Context: an optimization exercise on an open-source flow, tuned for a short achievable clock period and few clock cycles. The choices shown serve that exercise and are no tape-out recipe.
Function was checked by simulation only, so behaviour that the tests miss may differ from the original.
Power is estimated from default activity; no workload was simulated.

==> design/flow/design.v <==
`timescale 1ns / 1ps
module RISC5(
input clk, rst, irq, stallX,
input [31:0] inbus, codebus,
output [23:0] adr,
output rd, wr, ben,
output [31:0] outbus);
localparam [21:0] StartAdr = 22'h3FF800;
reg [31:0] IR;
reg bub;                  
reg [21:0] pcn;           
reg [21:0] tgt;           
reg [31:0] opA, opB, opC;    
reg N, Z, C, OV;
reg [31:0] H;
reg memph, mulph, divph, fixph;
reg [2:0] dcnt;
reg [23:0] madr;
reg mld, mst, mben;
reg [31:0] mdata;
reg [3:0] lwa;            
wire p = IR[31], q = IR[30], u = IR[29], v = IR[28];
wire [3:0] op = IR[19:16], ira = IR[27:24];
wire [2:0] cc = IR[26:24];
wire ph0 = ~(memph | mulph | divph | fixph);
wire go = rst & ~stallX;
wire ex = ~bub & ph0;     
wire MUL = ~p & (op == 10);
wire DIV = ~p & (op == 11);
wire ADD = ~p & (op == 8);
wire SUB = ~p & (op == 9);
wire LDR = p & ~q & ~u;
wire STR = p & ~q & u;
wire MEM = p & ~q;
wire BR = p & q;
wire S = N ^ OV;
wire cond = IR[27] ^
  ((cc == 0) & N | (cc == 1) & Z | (cc == 2) & C | (cc == 3) & OV |
   (cc == 4) & (C|Z) | (cc == 5) & S | (cc == 6) & (S|Z) | (cc == 7));
wire taken = ex & BR & cond;
wire [21:0] fa = ~taken ? pcn : u ? tgt : opC[23:2];
assign adr = memph ? madr : {fa, 2'b00};
assign rd = memph & mld;
assign wr = memph & mst;
assign ben = mben;
assign outbus = mdata;
wire [31:0] lshout, rshout;
LeftShifter LSUnit (.x(opB), .y(lshout), .sc(opC[4:0]));
RightShifter RSUnit (.x(opB), .y(rshout), .sc(opC[4:0]), .md(IR[16]));
wire cin = u & C;
wire [31:0] addend = SUB ? ~opC : opC;
wire [31:0] sum = opB + addend + {31'b0, SUB ? ~cin : cin};
wire [31:0] movres = (~q & u) ? (~v ? H : {N, Z, C, OV, 20'b0, 8'h54}) : opC;
wire [31:0] aluRes =
  ~op[3] ?
    (~op[2] ?
      (~op[1] ? (~op[0] ? movres : lshout) : rshout) :
      (~op[1] ? (~op[0] ? opB & opC : opB & ~opC) :
                (~op[0] ? opB | opC : opB ^ opC))) :
    (~op[2] & ~op[1] ? sum : 32'b0);
wire [31:0] link = {8'b0, pcn, 2'b0};
wire [31:0] eres = BR ? link : aluRes;
wire ewr = ex & ((~p & ~MUL & ~DIV) | (BR & cond & v));
wire [3:0] ewa = BR ? 4'd15 : ira;
wire sa = sum[31], sb = opB[31], sc = opC[31];
wire [63:0] product;
wire [31:0] quotient, remainder;
Multiplier mulUnit (.clk(clk), .en(go & ex & MUL), .u(~u), .x(opB), .y(opC),
  .z(product));
Divider divUnit (.clk(clk), .init(go & ex & DIV), .step(go & divph), .u(~u),
  .x(opB), .y(opC), .quot(quotient), .rem(remainder));
wire [31:0] ldata = ~mben ? inbus :
  {24'b0, (madr[1] ? (madr[0] ? inbus[31:24] : inbus[23:16]) :
                     (madr[0] ? inbus[15:8] : inbus[7:0]))};
wire lwr = (memph & mld) | mulph | fixph;    
wire [31:0] ldat = memph ? ldata : mulph ? product[31:0] : quotient;
wire [31:0] rA, rB, rC;
wire [3:0] fa_ra = codebus[27:24], fa_rb = codebus[23:20], fa_rc = codebus[3:0];
wire rfwr = go & (ewr | lwr);
wire [31:0] rfdin = ph0 ? eres : ldat;
Registers regs (.clk(clk), .wr(rfwr), .wno(ph0 ? ewa : lwa),
  .rno0(fa_ra), .rno1(fa_rb), .rno2(fa_rc), .din(rfdin),
  .dout0(rA), .dout1(rB), .dout2(rC));
wire fp = codebus[31], fq = codebus[30], fu = codebus[29], fv = codebus[28];
wire [15:0] fimm = codebus[15:0];
wire fimmop = ~fp & fq;
wire [31:0] fC1 = (codebus[19:16] == 0 & fu) ? {fimm, 16'b0} : {{16{fv}}, fimm};
wire [31:0] nA = (ewr & ewa == fa_ra) ? eres : rA;
wire [31:0] nB = (ewr & ewa == fa_rb) ? eres : rB;
wire [31:0] nC = fimmop ? fC1 : (ewr & ewa == fa_rc) ? eres : rC;
wire [21:0] fpcn = fa + 1;
wire [21:0] ftgt = fa + codebus[21:0] + 22'd1;
wire lwA = lwr & (IR[27:24] == lwa);
wire lwB = lwr & (IR[23:20] == lwa);
wire lwC = lwr & (p | ~q) & (IR[3:0] == lwa);
always @ (posedge clk) begin
  if (~rst) begin
    bub <= 1'b1;
    pcn <= StartAdr;
    memph <= 1'b0;
    mulph <= 1'b0;
    divph <= 1'b0;
    fixph <= 1'b0;
    mld <= 1'b0;
    mst <= 1'b0;
  end else if (~stallX) begin
    if (ph0) begin
      IR <= codebus;
      bub <= 1'b0;
      pcn <= fpcn;
      tgt <= ftgt;
      opA <= nA;
      opB <= nB;
      opC <= nC;
      if (ex) begin
        if (ewr) begin
          N <= eres[31];
          Z <= eres == 0;
        end
        if (ADD) begin
          C <= (~sb&sc&~sa) | (sb&sc&sa) | (sb&~sa);
          OV <= (sa&~sb&~sc) | (~sa&sb&sc);
        end
        if (SUB) begin
          C <= (~sb&sc&~sa) | (sb&sc&sa) | (~sb&sa);
          OV <= (sa&~sb&sc) | (~sa&sb&~sc);
        end
        lwa <= ira;
        if (MEM) begin
          memph <= 1'b1;
          madr <= opB[23:0] + {{4{IR[19]}}, IR[19:0]};
          mld <= ~u;
          mst <= u;
          mben <= v;
          mdata <= ~v ? opA : {4{opA[7:0]}};
        end
        mulph <= MUL;
        if (DIV) begin
          divph <= 1'b1;
          dcnt <= 0;
        end
      end
    end else begin
      if (lwr) begin
        N <= ldat[31];
        Z <= ldat == 0;
        if (lwA) opA <= ldat;
        if (lwB) opB <= ldat;
        if (lwC) opC <= ldat;
      end
      if (mulph) H <= product[63:32];
      if (fixph) H <= remainder;
      memph <= 1'b0;
      mulph <= 1'b0;
      fixph <= 1'b0;
      if (divph) begin
        dcnt <= dcnt + 1;
        if (dcnt == 7) begin
          divph <= 1'b0;
          fixph <= 1'b1;
        end
      end
    end
  end
end
endmodule
module Registers(
input clk, wr,
input [3:0] wno, rno0, rno1, rno2,
input [31:0] din,
output [31:0] dout0, dout1, dout2);
reg [31:0] R [0:15];
assign dout0 = R[rno0];
assign dout1 = R[rno1];
assign dout2 = R[rno2];
always @ (posedge clk) begin
  if (wr) R[wno] <= din;
end
endmodule
module CSA64(input [63:0] a, b, c, output [63:0] s, co);
  wire [63:0] m = (a & b) | (a & c) | (b & c);
  assign s = a ^ b ^ c;
  assign co = {m[62:0], 1'b0};
endmodule
module Multiplier(
input clk, en, u,
input [31:0] x, y,
output [63:0] z);
wire [63:0] xe = {{32{u & x[31]}}, x};
wire [33:0] ye = {{2{u & y[31]}}, y};
wire [64*17-1:0] pp;
wire [63:0] negs;
genvar i;
generate for (i = 0; i < 17; i = i + 1) begin : booth
  wire b1 = ye[2*i+1];
  wire b0 = ye[2*i];
  wire bm = (i == 0) ? 1'b0 : ye[2*i-1];
  wire one = b0 ^ bm;
  wire two = (b1 & ~b0 & ~bm) | (~b1 & b0 & bm);
  wire neg = b1 & ~(b0 & bm);
  wire [63:0] m = one ? xe : two ? {xe[62:0], 1'b0} : 64'b0;
  wire [63:0] r = m ^ {64{neg}};
  assign pp[64*i +: 64] = r << (2*i);
  assign negs[2*i] = neg;
  if (i < 16) assign negs[2*i+1] = 1'b0;
end endgenerate
assign negs[63:33] = 0;
wire [63:0] s1 [0:5], c1 [0:5];
generate for (i = 0; i < 5; i = i + 1) begin : l1
  CSA64 k (pp[64*(3*i) +: 64], pp[64*(3*i+1) +: 64], pp[64*(3*i+2) +: 64], s1[i], c1[i]);
end endgenerate
CSA64 k15 (pp[64*15 +: 64], pp[64*16 +: 64], negs, s1[5], c1[5]);
wire [63:0] s2 [0:3], c2 [0:3];
CSA64 k20 (s1[0], c1[0], s1[1], s2[0], c2[0]);
CSA64 k21 (c1[1], s1[2], c1[2], s2[1], c2[1]);
CSA64 k22 (s1[3], c1[3], s1[4], s2[2], c2[2]);
CSA64 k23 (c1[4], s1[5], c1[5], s2[3], c2[3]);
wire [63:0] s3 [0:1], c3 [0:1];
CSA64 k30 (s2[0], c2[0], s2[1], s3[0], c3[0]);
CSA64 k31 (c2[1], s2[2], c2[2], s3[1], c3[1]);
wire [63:0] s4 [0:1], c4 [0:1];
CSA64 k40 (s3[0], c3[0], s3[1], s4[0], c4[0]);
CSA64 k41 (c3[1], s2[3], c2[3], s4[1], c4[1]);
wire [63:0] s5, c5;
CSA64 k50 (s4[0], c4[0], s4[1], s5, c5);
wire [63:0] s6, c6;
CSA64 k60 (s5, c5, c4[1], s6, c6);
reg [63:0] S, C;
always @ (posedge clk) if (en) begin
  S <= s6;
  C <= c6;
end
assign z = S + C;
endmodule
module Divider(
input clk, init, step, u,
input [31:0] x, y,
output [31:0] quot, rem);
reg [31:0] R, Q;
reg [31:0] y1, y3, y5, y7, y9, y11, y13, y15;
reg sign;
wire [31:0] P1 = {R[30:0], Q[31]};
wire [31:0] P2 = {R[29:0], Q[31:30]};
wire [31:0] P3 = {R[28:0], Q[31:29]};
wire [31:0] P4 = {R[27:0], Q[31:28]};
wire [31:0] a1 = P1 - y1;
wire [31:0] a20 = P2 - y1, a21 = P2 - y3;
wire [31:0] a30 = P3 - y1, a31 = P3 - y3, a32 = P3 - y5, a33 = P3 - y7;
wire [31:0] a40 = P4 - y1, a41 = P4 - y3, a42 = P4 - y5, a43 = P4 - y7,
            a44 = P4 - y9, a45 = P4 - y11, a46 = P4 - y13, a47 = P4 - y15;
wire q1 = ~a1[31];
wire q2 = ~((q1 & a21[31]) | (~q1 & a20[31]));
wire [3:0] a3s = {a33[31], a32[31], a31[31], a30[31]};
wire q3 = ~a3s[{q1, q2}];
wire [7:0] a4s = {a47[31], a46[31], a45[31], a44[31], a43[31], a42[31], a41[31], a40[31]};
wire q4 = ~a4s[{q1, q2, q3}];
wire [3:0] M = {q1, q2, q3, q4};
wire [32*16-1:0] cand = {
  a47, {a33[30:0], Q[28]}, a46, {a21[29:0], Q[29:28]},
  a45, {a32[30:0], Q[28]}, a44, {a1[28:0], Q[30:28]},
  a43, {a31[30:0], Q[28]}, a42, {a20[29:0], Q[29:28]},
  a41, {a30[30:0], Q[28]}, a40, P4};
reg [31:0] R4;
integer k;
always @* begin
  R4 = 32'b0;
  for (k = 0; k < 16; k = k + 1)
    R4 = R4 | (cand[32*k +: 32] & {32{M == k}});
end
wire s0 = x[31] & u;
always @ (posedge clk) begin
  if (init) begin
    sign <= s0;
    R <= 0;
    Q <= s0 ? -x : x;
    y1 <= y;
    y3 <= y + {y[30:0], 1'b0};
    y5 <= y + {y[29:0], 2'b0};
    y7 <= {y[28:0], 3'b0} - y;
    y9 <= {y[28:0], 3'b0} + y;
    y11 <= {y[28:0], 3'b0} + {y[30:0], 1'b0} + y;
    y13 <= {y[28:0], 3'b0} + {y[29:0], 2'b0} + y;
    y15 <= {y[27:0], 4'b0} - y;
  end else if (step) begin
    R <= R4;
    Q <= {Q[27:0], q1, q2, q3, q4};
  end
end
assign quot = ~sign ? Q : ~Q + {31'b0, R == 0};
assign rem = ~sign ? R : (R == 0) ? 32'b0 : y1 - R;
endmodule
module LeftShifter(
input [31:0] x,
input [4:0] sc,
output [31:0] y);
wire [31:0] t1, t2, t3, t4;
assign t1 = sc[0] ? {x[30:0], 1'b0} : x;
assign t2 = sc[1] ? {t1[29:0], 2'b0} : t1;
assign t3 = sc[2] ? {t2[27:0], 4'b0} : t2;
assign t4 = sc[3] ? {t3[23:0], 8'b0} : t3;
assign y  = sc[4] ? {t4[15:0], 16'b0} : t4;
endmodule
module RightShifter(
input [31:0] x,
input [4:0] sc,
input md,
output [31:0] y);
wire s;
wire [31:0] t1, t2, t3, t4;
assign s = x[31];
assign t1 = sc[0] ? {(md ? x[0] : s), x[31:1]} : x;
assign t2 = sc[1] ? {(md ? t1[1:0] : {2{s}}), t1[31:2]} : t1;
assign t3 = sc[2] ? {(md ? t2[3:0] : {4{s}}), t2[31:4]} : t2;
assign t4 = sc[3] ? {(md ? t3[7:0] : {8{s}}), t3[31:8]} : t3;
assign y  = sc[4] ? {(md ? t4[15:0] : {16{s}}), t4[31:16]} : t4;
endmodule
==> design/flow/run.sh <==
#!/bin/bash
# synth_recipe.tcl (not shown) runs the flow's synth.tcl, then flattens the netlist and writes it again
# the make line also repeats each setting of config.mk as NAME=value (left out here)
make -C /OpenROAD-flow-scripts/flow DESIGN_CONFIG=/design/flow/config.mk WORK_HOME=/design/flow/orfs CLKGATE_MAP_FILE= SYNTH_SCRIPT=/design/flow/synth_recipe.tcl finish
==> design/flow/config.mk <==
export PLATFORM = sky130hd
export DESIGN_NAME = RISC5
export DESIGN_NICKNAME = RISC5
export VERILOG_FILES = /design/flow/design.v
export SDC_FILE = /design/flow/constraint.sdc
export NUM_CORES = 4
export LEC_CHECK = 0
export ABC_CLOCK_PERIOD_IN_PS = 4000
export CAP_MARGIN = 20
export CORE_MARGIN = 2
export CORE_UTILIZATION = 30
export SETUP_SLACK_MARGIN = 5
export SLEW_MARGIN = 20
export TNS_END_PERCENT = 100
==> design/flow/constraint.sdc <==
create_clock -name core_clock -period 13.0 [get_ports {clk}]
set_input_delay 2.6000 -clock core_clock [delete_from_list [all_inputs] [get_ports {clk}]]
set_output_delay 2.6000 -clock core_clock [all_outputs]
set_load 0.01 [all_outputs]
==> results.toml, run 1 <==
[final_layout]
ff_latch_area_mm2 = 0.0360
drive_gt1_share_pct = 9.83
fillers = 45400
multiInputGateArea_mm2 = 0.0907
fin_nets = 15600
postLayoutCellArea_mm2 = 0.148
area_growth_pct = 10.3

[global_routing]
grt_first_pass_wirelength_um = 789000
overflow = 0
grt_antenna_before_repair = 25
grt_max_degree = 107
grtUsageTotal_pct = 23.8
grt_pass1_vias = 110000

[floorplanning]
core_area_mm2 = 0.445
io_pins = 127
initial_core_util_pct = 30.1
die_y_um = 672
die_w_um = 672
rows = 245
die-area_mm2 = 0.452

[synthesis]
netlist_top_cells_count = "nand2_1, inv_1, edfxtp_1, o21ai_0, xnor2_1"
synth_cells = 14100
yosysTopAreaCell = "edfxtp_1"
synth.avg_cell_area_um2 = 9.48
ys_seq_area_share_pct = 26.8
ys_seq_elements = 1218
async_flop_share_pct = 0
ys_types = 116
synthTopCellsByArea = "edfxtp_1, fa_1, mux4_2, ha_1, xnor2_1"
synth_warnings = 4
synth_ff_type = "edfxtp_1"
synth_top_area_share_pct = 25.9
post-synth-top-count-cell = "nand2_1"
syn_area_mm2 = 0.134
synth-edff-count = 1157
syn_nets = 15800

[route]
drt-vias-per-instance = 5.80
drcViolationCount = 0
ant_nets = 0
wire_per_inst_um = 27.9
drt_wl_total_um = 558000
routed-via-count = 116000
drt_iter0_markers = 15600
drt_pre_antenna_iters = 8

[timing]
fin_crit_ns = 7.79
setup-violations-final = 0
worst_pin_slew_ns = 1.32
fin_worst_skew_ns = 0.120
finalCritPeriodShare_pct = 59.9
rsz0062_at_grt = "yes"
slew_headroom_pct = 11.4
fin_tns_setup_ns = 0
drv_slew = 0
finalHoldViolCount = 0
fmax_ghz = 0.128

[placed_design]
port_buffers = 125
finalWeightedCongestion = 1.01
hpwl_um = 397000
dpl-instance-area_mm2 = 0.143

[worst_setup_path]
r2r_end = "divUnit.R[30]"
r2r_cells = 22
cp-end-kind = "flip-flop"
crit_top_cell = "buf_4"
crit_fanout = 38
cp_top_family = "simple AND/OR/NAND/NOR gates"
critPathLaunchType = "flip-flop"
cp_slowest_cell = "nor2_2"
critical_path_class = "flip-flop to flip-flop"
crit_buf_inv = 6
reg2reg_from = "divUnit.Q[31]"
regToRegSetupSlack_ns = 5.21
cpPeakStageDelay_ns = 0.56
critPathCapture = "divUnit.R[30]"
cp_data_arrival_time_ns = 8.46
crit_start = "divUnit.Q[31]"
required_ns = 13.67
crit_cells = 22
path_cells = "buf_4, inv_1, ha_1, nor2b_1, o2111ai_1, nand3_1, nand3_1, a21oi_1, a21oi_1, mux2i_1, nand2_1, buf_4, nor2_2, a221oi_4, buf_4, and2_1, buf_4, or2_2, buf_4, a221oi_1, o211a_1, a221oi_2"

[clock_network]
cts_tree = "built"
clk_path_buf_depth = 4
ctsHoldBuffers = 0
htreeDepth = 4
clk_pin_slew_ns = 0.06
cts_buffers = 158
cts_sinks = 1218
clk-insertion-delay-late_ns = 0.91
root_buffer = "clkbuf_16"

[flow_run]
maxCapViolCount = 0

[status]
status = "no timing/DRC/antenna violations"

[power]
vdd_ir_drop_max_mv = 0.404
leakage_nw = 57.5
powerDensity_mw_per_mm2 = 186

[worst_hold_path]
worstHoldPathType = "flip-flop to flip-flop"
## flip-flops by register name, indices dropped and copies added (netlist names), 22 cells and up
| signal | cells |
|---|---|
| divUnit.y7 | 29 |
| regs.R | 512 |
| divUnit.Q | 32 |
| divUnit.y11 | 30 |
| divUnit.y3 | 29 |
| IR | 32 |
| opA | 32 |
| divUnit.y9 | 30 |
| opB | 32 |
| mulUnit.C | 59 |
| divUnit.y5 | 29 |
| mulUnit.S | 64 |
| opC | 32 |
| divUnit.R | 32 |
| H | 32 |
| divUnit.y15 | 32 |
| mdata | 32 |
| divUnit.y13 | 31 |
| pcn | 22 |
| divUnit.y1 | 29 |
| tgt | 22 |
| madr | 24 |
## cells by family after synthesis
family / after synthesis / share of synthesized area (%)
buf+inv: 2062 / 5.87
xor+xnor: 1390 / 9.10
simple gates: 3492 / 11.6
fa+ha+maj: 1628 / 18.8
mux: 769 / 10.9
flops: 1218 / 26.8
compound gates: 3569 / 16.8
## power by group
group / internal (mW) / leakage [nW] / switching, mW
sequential: 5.88 / 11.0 / 0.0778
combinational: 6.92 / 44.0 / 10.2
clock: 2.55 / 2.41 / 1.87
total: 15.3 / 57.5 / 12.1
## stage by stage
stage / utilization (%) / hold WS, ns / power [mW] / worst slack (ns) / cells
after floorplan: - / 0.421 / 17.5 / 5.42 / 14100
after global placement: 32.0 / 0.438 / 22.8 / 4.92 / 19700
after detailed placement: 32.0 / 0.439 / 22.9 / 4.75 / 19700
after CTS: 33.1 / 0.450 / 27.5 / 5.04 / 20000
after global routing: 33.2 / 0.464 / 30.0 / 4.99 / 20000
final: 33.2 / 0.448 / 27.5 / 5.21 / 20000
## layout by cell type, fill, tap and decap left out, types with 35 or more instances in the layout
master,count
a211oi_1,115
a21boi_0,48
a21o_1,265
a21oi_1,867
a221oi_1,68
a22oi_1,38
a31oi_1,110
and2_1,72
and3_1,139
buf_4,334
clkbuf_16,160
clkdlybuf4s50_1,113
dfxtp_1,57
edfxtp_1,1157
fa_1,642
ha_1,971
inv_1,1246
mux2_2,45
mux2i_1,172
mux4_2,549
nand2_1,1591
nand2b_1,133
nand3_1,185
nand4_1,50
nor2_1,752
nor2b_1,92
nor3_1,192
nor3b_1,35
o211ai_1,82
o21a_1,118
o21ai_0,1133
o21bai_1,109
o22ai_1,63
o311ai_0,35
o31ai_1,54
or3_1,69
xnor2_1,1085
xor2_1,302
## worst register-to-register path, cell delays in order (launching register included)
cell and delay (ns):
edfxtp_1 0.33, buf_4 0.35, inv_1 0.48, ha_1 0.40
nor2b_1 0.16, o2111ai_1 0.18, nand3_1 0.21, nand3_1 0.31
a21oi_1 0.46, a21oi_1 0.21, mux2i_1 0.39, nand2_1 0.39
buf_4 0.35, nor2_2 0.56, a221oi_4 0.14, buf_4 0.24
and2_1 0.34, buf_4 0.28, or2_2 0.52, buf_4 0.39
a221oi_1 0.61, o211a_1 0.24, a221oi_2 0.06
## how the worst min path moves through the flow
stage	start	to	cells after the start
final	opA[5]	mdata[5]	0
after global routing	opA[5]	mdata[5]	0
after CTS	opA[5]	mdata[5]	0
after detailed placement	opA[5]	mdata[5]	0
after global placement	opA[7]	mdata[7]	0
after floorplan	IR[26]	lwa[2]	0
## metal layers
metal	part of all wire, %	global-route usage [%]
met1	39	31.6
met2	42	34.9
met3	12	6.42
met4	6.9	13.6
met5	0.025	0
## layout make-up
class | instances | share of cell area (%)
multi-input cells | 10800 | 61.4
flip-flops and latches | 1218 | 24.4
well taps | 5928 | 5.02
inverters | 1261 | 3.21
clock buffers | 192 | 2.81
repair buffers | 466 | 2.62
clock inverters | 81 | 0.562
diodes | 17 | 0.0288
## repair_timing
action,in CTS,in global routing
gates resized for setup,1,9
endpoints found under the setup margin,16,95
pin swaps,0,0
setup buffers,0,2
Testbench counts, summed over its fixed seeds: cycles 92,656.
==> run 2, diff against run 1 <==
--- a/design/flow/design.v
+++ b/design/flow/design.v
@@ -9,9 +9,14 @@
 reg [31:0] IR;
 reg bub;                  
 reg [21:0] pcn;           
-reg [21:0] tgt;           
+reg [10:0] tgtl;          
+reg [10:0] tgth0, tgth1;   
+reg tgtc;                  
 reg [31:0] opA, opB, opC;    
 reg N, Z, C, OV;
+reg dADD, dSUB, dwr, dBL;
+reg [3:0] dewa;
+reg [8:0] dsel;    
 reg [31:0] H;
 reg memph, mulph, divph, fixph;
 reg [2:0] dcnt;
@@ -38,6 +43,7 @@
   ((cc == 0) & N | (cc == 1) & Z | (cc == 2) & C | (cc == 3) & OV |
    (cc == 4) & (C|Z) | (cc == 5) & S | (cc == 6) & (S|Z) | (cc == 7));
 wire taken = ex & BR & cond;
+wire [21:0] tgt = {tgtc ? tgth1 : tgth0, tgtl};
 wire [21:0] fa = ~taken ? pcn : u ? tgt : opC[23:2];
 assign adr = memph ? madr : {fa, 2'b00};
 assign rd = memph & mld;
@@ -48,20 +54,23 @@
 LeftShifter LSUnit (.x(opB), .y(lshout), .sc(opC[4:0]));
 RightShifter RSUnit (.x(opB), .y(rshout), .sc(opC[4:0]), .md(IR[16]));
 wire cin = u & C;
-wire [31:0] addend = SUB ? ~opC : opC;
-wire [31:0] sum = opB + addend + {31'b0, SUB ? ~cin : cin};
+wire [31:0] addend = dSUB ? ~opC : opC;
+wire acin = dSUB ? ~cin : cin;
+wire [31:0] sum = opB + addend + {31'b0, acin};
 wire [31:0] movres = (~q & u) ? (~v ? H : {N, Z, C, OV, 20'b0, 8'h54}) : opC;
-wire [31:0] aluRes =
-  ~op[3] ?
-    (~op[2] ?
-      (~op[1] ? (~op[0] ? movres : lshout) : rshout) :
-      (~op[1] ? (~op[0] ? opB & opC : opB & ~opC) :
-                (~op[0] ? opB | opC : opB ^ opC))) :
-    (~op[2] & ~op[1] ? sum : 32'b0);
 wire [31:0] link = {8'b0, pcn, 2'b0};
-wire [31:0] eres = BR ? link : aluRes;
-wire ewr = ex & ((~p & ~MUL & ~DIV) | (BR & cond & v));
-wire [3:0] ewa = BR ? 4'd15 : ira;
+wire [31:0] other =
+  (movres & {32{dsel[0]}}) | (lshout & {32{dsel[1]}}) |
+  (rshout & {32{dsel[2]}}) | (opB & opC & {32{dsel[3]}}) |
+  (opB & ~opC & {32{dsel[4]}}) | ((opB | opC) & {32{dsel[5]}}) |
+  ((opB ^ opC) & {32{dsel[6]}}) | (link & {32{dsel[8]}});
+wire [31:0] eres = other | (sum & {32{dsel[7]}});
+wire ewr = ex & (dwr | (dBL & cond));
+wire [3:0] ewa = dewa;
+wire [31:0] zx = opB ^ addend;
+wire [31:0] zo = opB | addend;
+wire zadd = (zx == {zo[30:0], acin});
+wire ezero = (~dsel[7] | zadd) & (other == 0);
 wire sa = sum[31], sb = opB[31], sc = opC[31];
 wire [63:0] product;
 wire [31:0] quotient, remainder;
@@ -89,7 +98,9 @@
 wire [31:0] nB = (ewr & ewa == fa_rb) ? eres : rB;
 wire [31:0] nC = fimmop ? fC1 : (ewr & ewa == fa_rc) ? eres : rC;
 wire [21:0] fpcn = fa + 1;
-wire [21:0] ftgt = fa + codebus[21:0] + 22'd1;
+wire [11:0] ftgtl = {1'b0, fa[10:0]} + {1'b0, codebus[10:0]} + 12'd1;
+wire [10:0] ftgth0 = fa[21:11] + codebus[21:11];
+wire [10:0] ftgth1 = fa[21:11] + codebus[21:11] + 11'd1;
 wire lwA = lwr & (IR[27:24] == lwa);
 wire lwB = lwr & (IR[23:20] == lwa);
 wire lwC = lwr & (p | ~q) & (IR[3:0] == lwa);
@@ -108,20 +119,37 @@
       IR <= codebus;
       bub <= 1'b0;
       pcn <= fpcn;
-      tgt <= ftgt;
+      tgtl <= ftgtl[10:0];
+      tgtc <= ftgtl[11];
+      tgth0 <= ftgth0;
+      tgth1 <= ftgth1;
       opA <= nA;
       opB <= nB;
       opC <= nC;
+      dADD <= ~fp & (codebus[19:16] == 8);
+      dSUB <= ~fp & (codebus[19:16] == 9);
+      dwr <= ~fp & (codebus[19:16] != 10) & (codebus[19:16] != 11);
+      dBL <= fp & fq & fv;
+      dewa <= (fp & fq) ? 4'd15 : codebus[27:24];
+      dsel[0] <= ~fp & (codebus[19:16] == 0);
+      dsel[1] <= ~fp & (codebus[19:16] == 1);
+      dsel[2] <= ~fp & (codebus[19:17] == 1);
+      dsel[3] <= ~fp & (codebus[19:16] == 4);
+      dsel[4] <= ~fp & (codebus[19:16] == 5);
+      dsel[5] <= ~fp & (codebus[19:16] == 6);
+      dsel[6] <= ~fp & (codebus[19:16] == 7);
+      dsel[7] <= ~fp & (codebus[19:17] == 4);
+      dsel[8] <= fp & fq;
       if (ex) begin
         if (ewr) begin
           N <= eres[31];
-          Z <= eres == 0;
+          Z <= ezero;
         end
-        if (ADD) begin
+        if (dADD) begin
           C <= (~sb&sc&~sa) | (sb&sc&sa) | (sb&~sa);
           OV <= (sa&~sb&~sc) | (~sa&sb&sc);
         end
-        if (SUB) begin
+        if (dSUB) begin
           C <= (~sb&sc&~sa) | (sb&sc&sa) | (~sb&sa);
           OV <= (sa&~sb&sc) | (~sa&sb&~sc);
         end
@@ -221,16 +249,18 @@
 wire [63:0] s4 [0:1], c4 [0:1];
 CSA64 k40 (s3[0], c3[0], s3[1], s4[0], c4[0]);
 CSA64 k41 (c3[1], s2[3], c2[3], s4[1], c4[1]);
-wire [63:0] s5, c5;
-CSA64 k50 (s4[0], c4[0], s4[1], s5, c5);
-wire [63:0] s6, c6;
-CSA64 k60 (s5, c5, c4[1], s6, c6);
-reg [63:0] S, C;
+reg [63:0] T0, T1, T2, T3;
 always @ (posedge clk) if (en) begin
-  S <= s6;
-  C <= c6;
+  T0 <= s4[0];
+  T1 <= c4[0];
+  T2 <= s4[1];
+  T3 <= c4[1];
 end
-assign z = S + C;
+wire [63:0] s5, c5;
+CSA64 k50 (T0, T1, T2, s5, c5);
+wire [63:0] s6, c6;
+CSA64 k60 (s5, c5, T3, s6, c6);
+assign z = s6 + c6;
 endmodule
 module Divider(
 input clk, init, step, u,
==> design/flow/flow/run.sh (new file) <==
#!/bin/bash
set -euo pipefail
bash standard.sh synth > synth.log 2>&1
bash standard.sh SETUP_SLACK_MARGIN=7 finish > layout.log 2>&1
test -f out/final.def
==> design/flow/standard.sh (new file) <==
#!/bin/bash
# synth_recipe.tcl (not shown) runs the flow's synth.tcl, then flattens the netlist and writes it again
# the make line also repeats each setting of config.mk as NAME=value (left out here)
make -C /OpenROAD-flow-scripts/flow DESIGN_CONFIG=/design/flow/config.mk WORK_HOME=/design/flow/orfs CLKGATE_MAP_FILE= SYNTH_SCRIPT=/design/flow/synth_recipe.tcl "${@:-finish}"
--- a/design/flow/config.mk
+++ b/design/flow/config.mk
@@ -9,6 +9,5 @@
 export CAP_MARGIN = 20
 export CORE_MARGIN = 2
 export CORE_UTILIZATION = 30
-export SETUP_SLACK_MARGIN = 5
 export SLEW_MARGIN = 20
 export TNS_END_PERCENT = 100
removed: design/flow/run.sh
==> results.toml, run 2 <==
[status]
status = "no timing/DRC/antenna violations"

[synthesis]
ys_seq_area_share_pct = 28.7
synth_warnings = 4
syn_area_mm2 = 0.138
syn_nets = 16100
post-synth-top-count-cell = "nand2_1"
netlist_top_cells_count = "nand2_1, edfxtp_1, o21ai_0, xnor2_1, ha_1"
synth_ff_type = "edfxtp_1"
ys_types = 103
async_flop_share_pct = 0
yosysTopAreaCell = "edfxtp_1"
synthTopCellsByArea = "edfxtp_1, ha_1, fa_1, mux4_2, xnor2_1"
synth-edff-count = 1279
synth_cells = 14300
ys_seq_elements = 1340
synth.avg_cell_area_um2 = 9.64
synth_top_area_share_pct = 27.8

[worst_setup_path]
required_ns = 10.40
cp-end-kind = "output port"
crit_fanout = 6
critPathLaunchType = "flip-flop"
critical_path_class = "flip-flop to output port"
cp_data_arrival_time_ns = 3.56

[timing]
rsz0062_at_grt = "yes"
hold_slack_ns = 0.457
finalHoldViolCount = 0
fin_crit_ns = 6.16
fmax_ghz = 0.162
finalCritPeriodShare_pct = 47.4
slew_headroom_pct = 14.0
drv_slew = 0
setup-violations-final = 0
worst_pin_slew_ns = 1.29
fin_tns_setup_ns = 0
fin_worst_skew_ns = 0.125

[route]
drt-vias-per-instance = 5.78
drt_pre_antenna_iters = 9
drcViolationCount = 0
ant_nets = 0
drt_iter0_markers = 15700
wire_per_inst_um = 28.3
routed-via-count = 119000
drt_wl_total_um = 583000

[clock_network]
clk-insertion-delay-late_ns = 0.93
cts_tree = "built"
clk_path_buf_depth = 4
cts_sinks = 1340
htreeDepth = 4
cts_buffers = 163
ctsHoldBuffers = 0
clk_pin_slew_ns = 0.07
root_buffer = "clkbuf_16"

[final_layout]
drive_gt1_share_pct = 11.5
area_growth_pct = 12.5
largest_reg_flops = 512
final_cell_mix = "nand2_1, edfxtp_1, o21ai_0"
largestRegisters = "regs.R x512, mulUnit.T0 x63, mulUnit.T1 x58"
final_common_cell = "nand2_1"
postLayoutCellArea_mm2 = 0.155
fin_nets = 16100
top_register = "regs.R"

[floorplanning]
die_w_um = 682
core_area_mm2 = 0.459
initial_core_util_pct = 30.1
die-area_mm2 = 0.465
rows = 249
die_y_um = 682
io_pins = 127

[global_routing]
grt_max_degree = 178
grt_pass1_vias = 113000
grt_first_pass_wirelength_um = 821000
grt_antenna_before_repair = 24
grtUsageTotal_pct = 24.2
overflow = 0

[placed_design]
dpl-instance-area_mm2 = 0.147
port_buffers = 125
hpwl_um = 420000
finalWeightedCongestion = 1.02

[power]
powerDensity_mw_per_mm2 = 140
vdd_ir_drop_max_mv = 0.193
leakage_nw = 60.1
fin_total_pwr_mw = 21.7

[flow_run]
maxCapViolCount = 0

[worst_hold_path]
worstHoldPathType = "flip-flop to flip-flop"
[run 2: cell count changes after synthesis, sizes merged, moves of 33 or more]
cell | previous run | this run
nand2 | 1594 | 1766
edfxtp | 1157 | 1279
a21o | 265 | 298
ha | 986 | 1079
nor2 | 790 | 748
a22oi | 38 | 78
xor2 | 303 | 353
mux4 | 550 | 495
inv | 1255 | 1040
[run 2: worst max-delay path: stages, from the launching register on]
cell and delay, ns:
edfxtp_1 0.50, mux4_2 0.53, mux2i_4 0.20, xnor2_2 0.16
nand4_1 0.14, buf_6 0.17, buf_12 0.13, buf_16 0.14
buf_12 0.13, nand2_4 0.07, o21ai_4 0.09, mux2_4 0.29
buf_6 0.13
[run 2: cell families after synthesis]
group / count (synthesis) / synth area share, %
AOI/OAI and AO/OA: 3524 / 15.9
and+or+nand+nor: 3715 / 12.1
muxes: 747 / 9.96
adders and majority gates: 1722 / 19.1
DFF: 1340 / 28.7
xor gates and xnor gates: 1439 / 9.14
buffers and inverters: 1824 / 5.00
[run 2: repair_timing]
action	CTS	global route
pin swaps	28	33
resized for setup	323	150
gates cloned	6	1
buffers inserted	58	48
endpoints found under the setup margin	615	433
[run 2: path summary, 6_finish.rpt]
path	cells after the start	to	start	slack [ns]
setup / recovery	12	adr[16]	C	6.84
hold / removal	0	mdata[7]	opA[7]	0.46
setup reg to reg	21	divUnit.R[15]	divUnit.y1[4]	7.03
hold reg to reg	0	mdata[7]	opA[7]	0.46
[run 2: layout make-up]
type	count	area (um^2)
flip-flops and latches	1340	39600
fillers	46400	304000
repair inverters	1	8.76
inverters	1047	3960
multi-input cells	11200	93200
repair buffers	580	5050
clock buffers	182	4190
well taps	6149	7690
diodes	17	42.5
clock inverters	108	1310
[run 2: through the flow]
stage               util, %  std cells  worst slack (ns)
floorplan                 -      14300              4.64
global placement       32.0      20200              5.51
detailed placement     32.0      20200              5.47
CTS                    33.6      20500              6.81
global route           33.8      20600              6.74
finish                 33.8      20600              6.84
[run 2: per-layer routing]
| metal | vias up | wire [um] | track usage (%) | share of wire (%) |
|---|---|---|---|---|
| li1 | 51500 | - | - | - |
| met1 | 58500 | 228000 | 32.0 | 39 |
| met2 | 7329 | 249000 | 36.4 | 43 |
| met3 | 1540 | 67200 | 5.70 | 12 |
| met4 | 20 | 38400 | 13.4 | 6.6 |
| met5 | - | 360 | 0.167 | 0.062 |
[run 2: power by group]
group / leakage (nW) / switching (mW) / internal (mW)
registers: 12.0 / 0.0677 / 5.59
logic: 45.4 / 6.89 / 4.23
clock network: 2.66 / 2.06 / 2.83
total: 60.1 / 9.02 / 12.7
Testbench counts of run 2, summed over its fixed seeds: cycles 92,656.
==> run 3, diff against run 2 <==
==> design/flow/flow/run.sh (replaced) <==
#!/bin/bash
set -euo pipefail
bash standard.sh synth > synth.log 2>&1
bash standard.sh SETUP_SLACK_MARGIN=8 finish > layout.log 2>&1
test -f out/final.def
==> results.toml, run 3 <==
[worst_setup_path]
cp_slowest_cell = "mux4_2"
critPathLaunchType = "flip-flop"
crit_fanout = 5
cp-end-kind = "output port"
critical_path_class = "flip-flop to output port"
cp_top_family = "multiplexers"
required_ns = 10.40
path_cells = "mux4_2, mux2i_1, xnor2_1, nand4_1, buf_6, buf_16, a211oi_4, a21oi_4, inv_2, mux2_4, buf_6"
crit_top_cell = "buf_6"
cp_data_arrival_time_ns = 3.42
regToRegSetupSlack_ns = 7.64
crit_buf_inv = 4
cpPeakStageDelay_ns = 0.53

[route]
drt_pre_antenna_iters = 7
drt-vias-per-instance = 5.83
drt_iter0_markers = 16500
wire_per_inst_um = 28.4
ant_nets = 0
drt_wl_total_um = 596000
routed-via-count = 122000
drcViolationCount = 0

[placed_design]
port_buffers = 125
hpwl_um = 412000
dpl.cell_count = 20100
finalWeightedCongestion = 1.05

[global_routing]
grt_max_degree = 169
overflow = 0
grt_pass1_vias = 115000
grtUsageTotal_pct = 24.4
grt_first_pass_wirelength_um = 828000
grt_antenna_before_repair = 31

[worst_hold_path]
worstHoldPathType = "flip-flop to flip-flop"

[final_layout]
ff_latch_area_mm2 = 0.0397
final_cell_mix = "nand2_1, edfxtp_1, xnor2_1"
area_growth_pct = 19.4
fillers = 45300
multiInputGateArea_mm2 = 0.0972
top_register = "regs.R"
final_common_cell = "nand2_1"
largest_reg_flops = 512
fin_nets = 16500
drive_gt1_share_pct = 17.7
instances_no_fill = 21000
largestRegisters = "regs.R x512, mulUnit.T0 x63, mulUnit.T1 x58"

[timing]
fin_worst_skew_ns = 0.122
drv_slew = 0
rsz0062_at_grt = "yes"
fin_tns_setup_ns = 0
finalCritPeriodShare_pct = 46.3
slew_headroom_pct = 14.3
setup-violations-final = 0
worst_pin_slew_ns = 1.27
fin_crit_ns = 6.02
fmax_ghz = 0.166
finalHoldViolCount = 0

[clock_network]
clk-insertion-delay-late_ns = 0.93
root_buffer = "clkbuf_16"
htreeDepth = 4
ctsHoldBuffers = 0
cts_buffers = 163
cts_tree = "built"
clk_pin_slew_ns = 0.07
clk_path_buf_depth = 4
cts_sinks = 1340

[power]
p_seq_share_pct = 25.1
p_int_mw = 13.2
netSwitchingFraction_pct = 41.8
power_frac_clock_pct = 21.0
pwr-share-comb_pct = 53.9
switchingPower_mw = 9.44
powerDensity_mw_per_mm2 = 137
vdd_ir_drop_max_mv = 0.160
leakage_nw = 63.5

[synthesis]
netlist_top_cells_count = "nand2_1, edfxtp_1, o21ai_0, xnor2_1, ha_1"
synth_ff_type = "edfxtp_1"
ys_seq_elements = 1340
syn_area_mm2 = 0.138
synth-edff-count = 1279
async_flop_share_pct = 0
ys_seq_area_share_pct = 28.7
synthTopCellsByArea = "edfxtp_1, ha_1, fa_1, mux4_2, xnor2_1"
synth_top_area_share_pct = 27.8
synth_cells = 14300
syn_nets = 16100
yosysTopAreaCell = "edfxtp_1"
ys_types = 103
synth_warnings = 4
post-synth-top-count-cell = "nand2_1"
synth.avg_cell_area_um2 = 9.64

[floorplanning]
die_w_um = 682
die-area_mm2 = 0.465
core_area_mm2 = 0.459
die_y_um = 682
io_pins = 127
rows = 249
initial_core_util_pct = 30.1

[status]
status = "no timing/DRC/antenna violations"

[flow_run]
maxCapViolCount = 0
[run 3: cell counts after synthesis]
No cell type changed its count.
[run 3: cell families (layout without fill, tap and decap cells)]
kind of cell,after synthesis,in the layout,synth area share (%)
simple gates,3715,3717,12.1
flops,1340,1340,28.7
xor+xnor,1439,1439,9.14
other cells,0,10,0
buf+inv,1824,2345,5.00
mux,747,747,9.96
compound gates,3524,3524,15.9
fa+ha+maj,1722,1722,19.1
[run 3: worst paths after layout]
| kind | from | cells after the start | end |
|---|---|---|---|
| worst min-delay path | opA[4] | 0 | mdata[4] |
| worst max-delay path | IR[24] | 11 | adr[19] |
| worst min register to register | opA[4] | 0 | mdata[4] |
| worst max register to register | divUnit.y3[16] | 24 | divUnit.R[2] |
[run 3: timing repair]
item,4_1_cts,5_1_grt
resized for setup,1106,544
setup buffers,314,205
cloned,20,17
pin swaps,228,275
endpoints found under the setup margin,2006,1269
[run 3: power groups by stage]
stage | combinational, mW | clock, mW | sequential, mW
after floorplan | 7.10 | 0 | 5.79
after global placement | 10.5 | 0 | 5.75
after detailed placement | 10.7 | 0 | 5.75
after CTS | 11.6 | 4.78 | 5.66
after global routing | 13.3 | 4.94 | 5.67
final | 12.2 | 4.74 | 5.67
[run 3: cell type report]
type | count | area share [%]
inverters | 1047 | 2.47
multi-input cells | 11100 | 59.1
clock buffers | 194 | 2.58
diodes | 10 | 0.0152
flip-flops and latches | 1340 | 24.1
clock inverters | 94 | 0.631
well taps | 6149 | 4.67
repair buffers | 1010 | 6.49
[run 3: metal layers]
metal | vias up | GRT usage (%) | wire length (um)
met3 | 2012 | 6.87 | 77700
met5 | - | 0 | 123
met4 | 18 | 15.4 | 46300
met2 | 8406 | 35.8 | 249000
met1 | 59700 | 31.6 | 224000
li1 | 52300 | - | -
[run 3: through the flow]
stage / setup WS [ns] / instance area, um^2 / total power [mW] / util (%) / hold slack [ns]
detailed placement: 5.51 / 147000 / 16.4 / 32.0 / 0.434
floorplan: 4.64 / 138000 / 12.9 / - / 0.424
global placement: 5.51 / 147000 / 16.2 / 32.0 / 0.435
finish: 6.98 / 165000 / 22.6 / 35.9 / 0.449
global route: 6.93 / 165000 / 23.9 / 35.9 / 0.462
CTS: 6.97 / 160000 / 22.0 / 34.9 / 0.437
[run 3: worst reg2reg max path, stage by stage, from the launching register on]
cell and delay, ns:
edfxtp_1 0.68, inv_2 0.16, ha_4 0.30, and4_4 0.21, nand4_1 0.23, a311oi_2 0.41, nor2_2 0.14, a211oi_2 0.33
o2111ai_2 0.19, and3_4 0.22, nor3_4 0.18, buf_6 0.16, and3_4 0.20, buf_12 0.13, buf_6 0.10, nand3_4 0.10
o2111ai_4 0.18, nor3_4 0.06, buf_12 0.14, buf_12 0.13, buf_6 0.13, buf_16 0.15, a222oi_1 0.27, o221ai_1 0.18
o211a_1 0.21

==> what the ideal ports hide <==
The results above use ideal ports. As a check the final layouts listed here were re-extracted and re-timed, cells and wires unchanged. Step 1 sets driving cells, clkbuf_16 on the clock port and buf_2 on the other inputs (assumed; they add their load-dependent delay and slew). Step 2 adds t to the input delays and takes it off the output delays; t is the mean of the earliest and latest rising clock arrival at the registers after step 1. Input paths then give back, and output paths get back, about the clock's delay inside the block. Slacks: no drivers / after step 1 / after step 2; pairs: no drivers / after step 1.
| run | t, ns | setup WS [ns] | worst setup path at the end | clock arrival spread, ns |
|---|---|---|---|---|
| run 1 | 0.964 | 5.209 / 5.209 / 4.773 | input to register | 0.123 / 0.122 |
| run 2 | 0.978 | 6.840 / 6.727 / 6.211 | input to register | 0.131 / 0.131 |
| run 3 | 0.988 | 6.979 / 6.859 / 6.913 | input to register | 0.122 / 0.123 |
After both steps every run listed still meets setup and hold. The setup slack of run 2, which loses most, moves by -0.113 ns with the drivers and by -0.629 ns with both steps.
